Background: an optimization exercise with open tools, aiming at small area, a short achievable clock period and few clock cycles. Do not read the settings as production practice. In this exercise RTL edits were held to simulation tests only and were not proved equivalent to the original. The clock port is modelled as an ideal driver; clocking choices that lean on that would not hold on a real chip. Power and IR drop assume default switching activity.

// apb_system_top
module apb_system_top #(
    parameter ADDR_WIDTH = 32,
    parameter DATA_WIDTH = 32,
    parameter NUM_SLAVES = 3
)(
    input  wire                    pclk,
    input  wire                    presetn,
    input  wire                    transfer_req,
    input  wire [ADDR_WIDTH-1:0]   transfer_addr,
    input  wire [DATA_WIDTH-1:0]   transfer_wdata,
    input  wire                    transfer_write,
    output wire                    transfer_ready,
    output wire [DATA_WIDTH-1:0]   transfer_rdata,
    output wire                    transfer_error
);
    wire [3:0] slave  = transfer_addr[19:16];
    wire [5:0] word   = transfer_addr[7:2];
    wire       mapped = (slave[3:2] == 2'b00) && (slave[1:0] != 2'b11);
    wire       inwin  = (transfer_addr[31:20] == 12'h0) && (transfer_addr[15:8] == 8'h0);
    wire       hit    = mapped && inwin;
    wire       wr     = transfer_req && transfer_write && hit;
    wire [31:0] wd0 = transfer_wdata & {32{presetn}};
    wire [31:0] wd1 = transfer_wdata | {32{!presetn}};
    wire [3:0] p0 = 4'b0001 << word[1:0];
    wire [3:0] p1 = 4'b0001 << word[3:2];
    wire [3:0] p2 = 4'b0001 << word[5:4];
    wire [3:0] sd = 4'b0001 << slave[1:0];
    wire [64*32-1:0] ya;
    genvar s, w, b;
    generate
        for (w = 0; w < 64; w = w + 1) begin : g_w
            wire        wl = p2[w/16] & p1[(w/4)%4] & p0[w%4];
            wire [2:0]  sel;
            wire [31:0] q [0:2];
            for (s = 0; s < 3; s = s + 1) begin : g_s
                localparam [31:0] INIT = (s << 24) + w;
                wire [31:0] wd;
                for (b = 0; b < 32; b = b + 1) begin : g_b
                    assign wd[b] = INIT[b] ? wd1[b] : wd0[b];
                end
                wire we = (wr && sd[s] && wl) || !presetn;
  ...
For scale: about 10,000 cells after synthesis, about 100 I/O pins, roughly 220,000 um^2 of cells after synthesis.
export LEC_CHECK = 0
export CAP_MARGIN = 30
export CORE_MARGIN = 2
export CORE_UTILIZATION = 60
export CTS_BUF_LIST = sky130_fd_sc_hd__clkbuf_16
export CTS_CLUSTER_DIAMETER = 80
export CTS_CLUSTER_SIZE = 20
export SETUP_SLACK_MARGIN = 3.6
export SLEW_MARGIN = 50
export SYNTH_HIERARCHICAL = 1
export SYNTH_MINIMUM_KEEP_SIZE = 0
export TNS_END_PERCENT = 10
create_clock -name core_clock -period 6.0 [get_ports {pclk}]
run.sh (not shown) runs the stock make flow with config.mk's settings and CLKGATE_MAP_FILE= SYNTH_SCRIPT=/design/flow/synth_recipe.tcl, a recipe that flattens the netlist after the stock synthesis.
The baseline went through all stages and came out clean.
Testbench counts at the start, summed over its fixed seeds: cycles 4,800.
Edit:
Settings changed: SETUP_SLACK_MARGIN 3.6 to 2.7.
What happened:
- wire length goes down by a few percent
- non-clock buffer count goes down by 492
- synthesized area stays the same
- setup slack loses 0.15 ns
- sequential share of layout area goes up by 2.7 points
- final cell count goes down by a few percent
- power goes down slightly
- flip-flop and latch count is unchanged
- combinational power goes down by roughly a tenth
- final area goes down by a few percent
Edit:
Settings changed: CTS_CLUSTER_DIAMETER 80 to 100, CTS_CLUSTER_SIZE 20 to 25, SETUP_SLACK_MARGIN 2.7 to 3.0.
Effect: The new run passed the timing, design-rule and antenna checks; non-clock buffer count came out higher by 160; worst hold slack gets worse by 0.0084 ns; routed wire length rose by 1.6%; core utilization hardly moves; setup slack improved by 0.14 ns; via count is higher by 0.87%.
Edit:
Settings changed: CTS_CLUSTER_DIAMETER 100 to 80, CTS_CLUSTER_SIZE 25 to 20.
- The changed run finished with timing, DRC and antenna clean
- final area climbs slightly
- power climbs by a few percent
- die area stays the same
- synthesized cell count is unchanged

apb_system_top, a different RTL version from the one above (not shown whole).
For scale: roughly 11000 cells after synthesis, roughly 100 I/O pins.
// apb_system_top
module apb_system_top #(
    parameter ADDR_WIDTH = 32,
    parameter DATA_WIDTH = 32,
    parameter NUM_SLAVES = 3
)(
    input  wire                    pclk,
    input  wire                    presetn,
    input  wire                    transfer_req,
    input  wire [ADDR_WIDTH-1:0]   transfer_addr,
    input  wire [DATA_WIDTH-1:0]   transfer_wdata,
    input  wire                    transfer_write,
    output wire                    transfer_ready,
    output wire [DATA_WIDTH-1:0]   transfer_rdata,
    output wire                    transfer_error
);
clock: 6.0 ns
lec_check: 0
cap_margin: 30
core_margin: 2
core_utilization: 60
cts_buf_list: sky130_fd_sc_hd__clkbuf_16
cts_cluster_diameter: 100
cts_cluster_size: 25
setup_slack_margin: 3.0
slew_margin: 50
synth_hierarchical: 1
synth_minimum_keep_size: 0
tns_end_percent: 10
standard.sh (not shown) runs the stock make flow with config.mk's settings and CLKGATE_MAP_FILE= SYNTH_SCRIPT=/design/flow/synth_recipe.tcl, a recipe that flattens the netlist after the stock synthesis.
==> flow/flow/run.sh <==
#!/bin/bash
# Layout flow: the standard layout, with one extra step after clock tree
# synthesis: the cells on the slowest paths are sized (other drive strengths
# of the same cell, no new cells and no logic change) by a greedy search on
# placement parasitics, in two rounds, each followed by legalization. The
# standard flow then continues from global routing to the finished layout.
set -euo pipefail
W=$(pwd)
R=$W/orfs/results/${FLOW_PLATFORM}/apb_system_top/base
bash standard.sh "$R/4_cts.odb" > "$W/std_pass1.log" 2>&1
cp "$R/4_cts.odb" "$W/cts_pass1.odb"
ECO_IN="$W/cts_pass1.odb" ECO_SDC="$R/4_cts.sdc" ECO_OUT="$R/4_cts.odb" \
  GS_TCL="$W/flow/gsize.tcl" GS_ROUNDS="8 3" GS_PATHS=256 \
  PLATFORM_DIR="$FLOW_HOME/platforms/$FLOW_PLATFORM" \
  openroad -no_init -exit "$W/flow/ctsgs.tcl" > "$W/ctsgs.log" 2>&1
rm -f "$W/cts_pass1.odb"
bash standard.sh finish > "$W/std_pass2.log" 2>&1
==> flow/flow/ctsgs.tcl <==
# Greedy sizing on the clock-tree-synthesized placement, with placement
# parasitics, in rounds; the placement is legalized after each round.
set P $::env(PLATFORM_DIR)
read_lef $P/lef/sky130_fd_sc_hd.tlef
read_lef $P/lef/sky130_fd_sc_hd_merged.lef
read_liberty $P/lib/sky130_fd_sc_hd__tt_025C_1v80.lib
read_db $::env(ECO_IN)
read_sdc $::env(ECO_SDC)
source $P/setRC.tcl
set_propagated_clock [all_clocks]
estimate_parasitics -placement
report_worst_slack -max
source $::env(GS_TCL)
foreach iters $::env(GS_ROUNDS) {
  gs_run $iters $::env(GS_PATHS)
  report_worst_slack -max
  detailed_placement
  estimate_parasitics -placement
  report_worst_slack -max
}
check_placement
write_db $::env(ECO_OUT)
Other scripts of this flow, unchanged in this note and not shown: flow/flow/gsize.tcl
The first run completed with no timing, DRC or antenna violations.
Testbench counts at the start, summed over its fixed seeds: cycles 4,800.
==> next run, changes <==
--- a/flow/flow/run.sh
+++ b/flow/flow/run.sh
@@ -11,5 +11,5 @@
 cp "$R/4_cts.odb" "$W/cts_pass1.odb"
 ECO_IN="$W/cts_pass1.odb" ECO_SDC="$R/4_cts.sdc" ECO_OUT="$R/4_cts.odb" \
-  GS_TCL="$W/flow/gsize.tcl" GS_ROUNDS="8 3" GS_PATHS=256 \
+  GS_TCL="$W/flow/gsize.tcl" GS_ROUNDS="8 3" GS_PATHS=128 \
   PLATFORM_DIR="$FLOW_HOME/platforms/$FLOW_PLATFORM" \
   openroad -no_init -exit "$W/flow/ctsgs.tcl" > "$W/ctsgs.log" 2>&1
Result: The changed run completed without violations. Via count is about the same. Global-route usage barely changes. Count of clock-buffer cells in the layout stays the same. Hold slack is better by 4.9 ps. Final area is about the same. Sequential share of layout area increases by 0.11 points. Power stays flat.
==> next run, changes <==
--- a/flow/flow/run.sh
+++ b/flow/flow/run.sh
@@ -11,5 +11,5 @@
 cp "$R/4_cts.odb" "$W/cts_pass1.odb"
 ECO_IN="$W/cts_pass1.odb" ECO_SDC="$R/4_cts.sdc" ECO_OUT="$R/4_cts.odb" \
-  GS_TCL="$W/flow/gsize.tcl" GS_ROUNDS="8 3" GS_PATHS=128 \
+  GS_TCL="$W/flow/gsize.tcl" GS_ROUNDS="8 3" GS_PATHS=64 \
   PLATFORM_DIR="$FLOW_HOME/platforms/$FLOW_PLATFORM" \
   openroad -no_init -exit "$W/flow/ctsgs.tcl" > "$W/ctsgs.log" 2>&1
SETUP_SLACK_MARGIN = 2.8   (was 3.0)
Outcome:
- sequential power stays flat
- wire length goes down by 1.3%
- final area is lower by 0.98%
- core utilization shrinks by 0.67 points

[re-timing with driven ports]
The results above use ideal ports. As a check the final layouts listed here were re-extracted and re-timed, cells and wires unchanged. Step 1, drivers: a clkbuf_16 drives pclk and a buf_2 each remaining input, both assumed. Step 2 moves the port delays by t, midway between the first and last clock arrival at a register: inputs arrive t later, outputs are due t later. That takes back most of the time a late clock gives input paths. Three values: no drivers, after step 1, after step 2; two values: the first two.
| run | shift t [ns] | setup slack, ns | hold slack, ns |
|---|---|---|---|
| the first run of note 1 | 1.090 | 2.686 / 2.688 / 1.598 | 0.082 / 0.040 / 0.692 |
| the second run of note 1 | 1.081 | 2.538 / 2.447 / 1.543 | 0.126 / 0.064 / 0.690 |
| the third run of note 1 | 1.073 | 2.683 / 2.711 / 1.639 | 0.117 / 0.062 / 0.696 |
| the fourth run of note 1 | 1.081 | 2.691 / 2.678 / 1.598 | 0.122 / 0.073 / 0.688 |
| the first run of note 2 | 1.060 | 2.434 / 2.332 / 1.679 | 0.177 / 0.151 / 0.583 |
| the second run of note 2 | 1.072 | 2.894 / 2.786 / 1.859 | 0.182 / 0.149 / 0.591 |
| the third run of note 2 | 1.069 | 2.695 / 2.601 / 1.678 | 0.037 / 0.018 / 0.556 |
After both steps every run listed still meets setup and hold. For the fourth run of note 1, which loses most, drivers alone change the setup slack by -0.013 ns; drivers and shift together by -1.093 ns.
